This design comes from an exercise in tuning for small area and a short achievable clock period on the open sky130 flow, not from production work. RTL that was checked went through simulation tests only; none was proved equivalent to the original. Power is estimated from default activity; no workload was simulated.

## lane 1
// ks_add
module ks_add #(
    parameter N = 64
)
(
    input  logic         clk,
    input  logic         rstn_,
    input  logic         en,
    input  logic [N-1:0] a,
    input  logic [N-1:0] b,
    output logic [N-1:0] out
);
Size: roughly 4600 um^2 of cells after synthesis.
clock: 2.0 ns
lec_check: 0
abc_clock_period_in_ps: 700
cap_margin: 20
core_margin: 2
core_utilization: 40
slew_margin: 20
standard.sh (not shown) runs the stock make flow with config.mk's settings and CLKGATE_MAP_FILE= SYNTH_SCRIPT=/design/flow/synth_recipe.tcl, a recipe that flattens the netlist after the stock synthesis.
==> flow/flow/run.sh <==
#!/bin/bash
# The standard layout, except that the input and output ports get the
# smallest buffer cell instead of the one buffer_ports picks by itself.
set -euo pipefail
export BUFFER_PORTS_ARGS="-buffer_cell sky130_fd_sc_hd__buf_1"
bash standard.sh finish > standard_flow.log 2>&1
Status lane 1: flow complete, layout not clean - setup timing
[inputs] lane 4 vs lane 1
- changing ABC_CLOCK_PERIOD_IN_PS from 700 to 1000
Results
- Lane 4: all stages done; final checks FAILED (setup timing).
- Lane 4 vs. lane 1: cell area after layout now sits at about the same level; final instance count without filler cells now sits at about the same level; wire length now sits at about the same level; post-layout worst setup margin now sits at about the same level.
- For layout overhead on the synthesized area, lane 4 and lane 1 come out practically identical.
- Going from lane 1 to lane 4, number of logic inverters in the finished layout has remained practically unchanged; power closely matched the old numbers.
- Diff lane 1..lane 4 | via count of the first global-routing pass | unchanged
No run of this note included a check of the RTL's function; only the layout flow was run.


## run 1
Another version of the RTL of ks_add (not shown whole).
Size in the first run: roughly 70 flip-flops, about 200 I/O pins, about 0.0048 mm^2 of cells after synthesis.
==> flow/config.mk <==
export PLATFORM = sky130hd
export DESIGN_NAME = ks_add
export DESIGN_NICKNAME = ks_add
export VERILOG_FILES = /design/flow/design.v
export SDC_FILE = /design/flow/constraint.sdc
export NUM_CORES = 4
export LEC_CHECK = 0
export ABC_AREA = 1
export CAP_MARGIN = 20
export CORE_MARGIN = 2
export CORE_UTILIZATION = 45
export CTS_BUF_LIST = sky130_fd_sc_hd__clkbuf_8
export SETUP_SLACK_MARGIN = 0.7
export SLEW_MARGIN = 20
export SYNTH_HIERARCHICAL = 1
export SYNTH_MINIMUM_KEEP_SIZE = 0
==> flow/constraint.sdc <==
create_clock -name core_clock -period 2.0 [get_ports {clk}]
set_input_delay 0.4000 -clock core_clock [delete_from_list [all_inputs] [get_ports {clk}]]
set_output_delay 0.4000 -clock core_clock [all_outputs]
set_load 0.01 [all_outputs]
Scripts as last shown in full above: flow/flow/run.sh
Changes in run 2 relative to run 1:
Settings: PLACE_DENSITY newly set to 0.7; CTS_BUF_LIST removed (was sky130_fd_sc_hd__clkbuf_8).
==> results.txt <==
The total global-route track usage reported for run 2 is smaller than that of run 1 by 1.5 points.
Compare run 1 and run 2 | clock latency of the later-clocked register in the worst-skew pair lower: run 2
The post-route standard cell area excluding fillers was comparable across run 1 and run 2.
Row met2 capacity usage during global routing: run 2 lower / run 1 higher
Diff run 1 and run 2: share of the clock period used by the worst path lower in run 2
Setup changes, run 2 to run 3
Settings: a deleted SETUP_SLACK_MARGIN that had been 0.7; a deleted PLACE_DENSITY that had been 0.7.
### Flow results
- Run 3 has completed all stages; timing, DRC and antenna checks passed.
- The run with more routed wire is run 3, not run 2.
- Looking only at relative area of non-clock buffer cells in the final design, and setting everything else aside, the higher value of run 3 and run 2 goes to run 2.
- For floorplan core area, run 3 and run 2 come out practically identical.
Input-level comparison between run 4 and run 3:
Settings: SETUP_SLACK_MARGIN newly set to 0.72.
Findings:
Compared with run 3, run 4 shows a fill cell instance count of the final layout that is about 1.9% lower. Run 4: PASS, flow complete, no timing, DRC or antenna violations. Compared with run 3, in run 4 share of cells above drive strength 1 saw an increase, combined flip-flop and latch cell area roughly the same. Clock-buffer cell count in run 4 is 3 higher than in run 3.
What run 5 does differently from run 4 at the input level:
Settings: SETUP_SLACK_MARGIN: 0.72 -> unset; CORE_UTILIZATION: 45 -> 35.
==> results.txt <==
- Timing, DRC, antenna: 0 failures across run 5 and run 4
- Final design area excluding fillers: run 5 and run 4 compared, lower one is run 5
- Run 4 reports its type of the setup path with the least slack as flop to primary output while run 5 reports flop to flop.
- Highest-delay cell along the critical path = dfxtp_1: run 4; highest-delay cell along the critical path = edfxtp_1: run 5
- Delta (run 5 minus run 4): vertical die dimension shows an increase of 14 um; last weighted congestion value of the routability-driven placer shows a reduction of 6.3%; final instance count without filler cells shows an increase of about 2.2%; share of total power in the clock network shows an increase of 9.1 points; largest net degree at the start of global routing shows an increase of 5.6%.
- Taking run 4 as the reference, in run 5 part of the total power dissipated in sequential elements has decreased; wire length has decreased.
- The share of power burned in combinational logic reported for run 5 is smaller than that of run 4 by 5.4 points.
[inputs] run 6 vs run 5
Settings: CTS_BUF_LIST now sky130_fd_sc_hd__clkbuf_4, previously not set; SETUP_SLACK_MARGIN now 0.7, previously not set; CORE_UTILIZATION now 45, was 35.
Notes after the runs:
Measured against each other, run 5 and run 6 differ in share of the clock period used by the worst path after layout, the higher figure coming from run 5.
Worst path required time ended up 480 ps lower on run 6 than on run 5.
Diff run 5 -> run 6: multi-input logic area rose 4.4%; post-route worst setup slack rose 20 ps; post-layout instance count excluding filler cells fell 2.0%.
Sort run 5 and run 6 by met3 layer wire length in the routed design asc -> top: run 6

==> re-timing with driven ports <==
The results above use ideal ports. As a check the final layouts listed here were re-extracted and re-timed, cells and wires unchanged.
Step 1, drivers: a clkbuf_16 drives clk and a buf_2 each remaining input, both assumed.
Step 2 times the ports against the registers' clock, not the clock port: input delays grow and output delays shrink by t, the midpoint of the rising clock arrivals with the driver on.
a / b / c = no drivers / after step 1 / after step 2; a / b = the first two.
run	t (ns)	slack for setup (ns)	hold WS [ns]	latest minus earliest clock arrival (ns)
lane 1	0.366	-0.141 / -0.137 / -0.504	0.413 / 0.421 / 0.450	0.009 / 0.009
lane 4	0.366	-0.141 / -0.137 / -0.504	0.413 / 0.421 / 0.450	0.009 / 0.009
run 1	0.374	0.738 / 0.705 / 0.443	0.345 / 0.334 / 0.439	0.012 / 0.011
run 2	0.356	0.748 / 0.716 / 0.459	0.335 / 0.324 / 0.445	0.018 / 0.019
run 3	0.383	0.701 / 0.667 / 0.336	0.336 / 0.322 / 0.440	0.010 / 0.010
run 4	0.364	0.756 / 0.723 / 0.446	0.360 / 0.349 / 0.447	0.012 / 0.012
run 5	0.370	0.685 / 0.685 / 0.369	0.349 / 0.331 / 0.441	0.007 / 0.008
run 6	0.449	0.705 / 0.675 / 0.380	0.276 / 0.268 / 0.451	0.015 / 0.015
For run 3, which loses most, drivers alone change the setup slack by -0.034 ns; drivers and shift together by -0.365 ns.
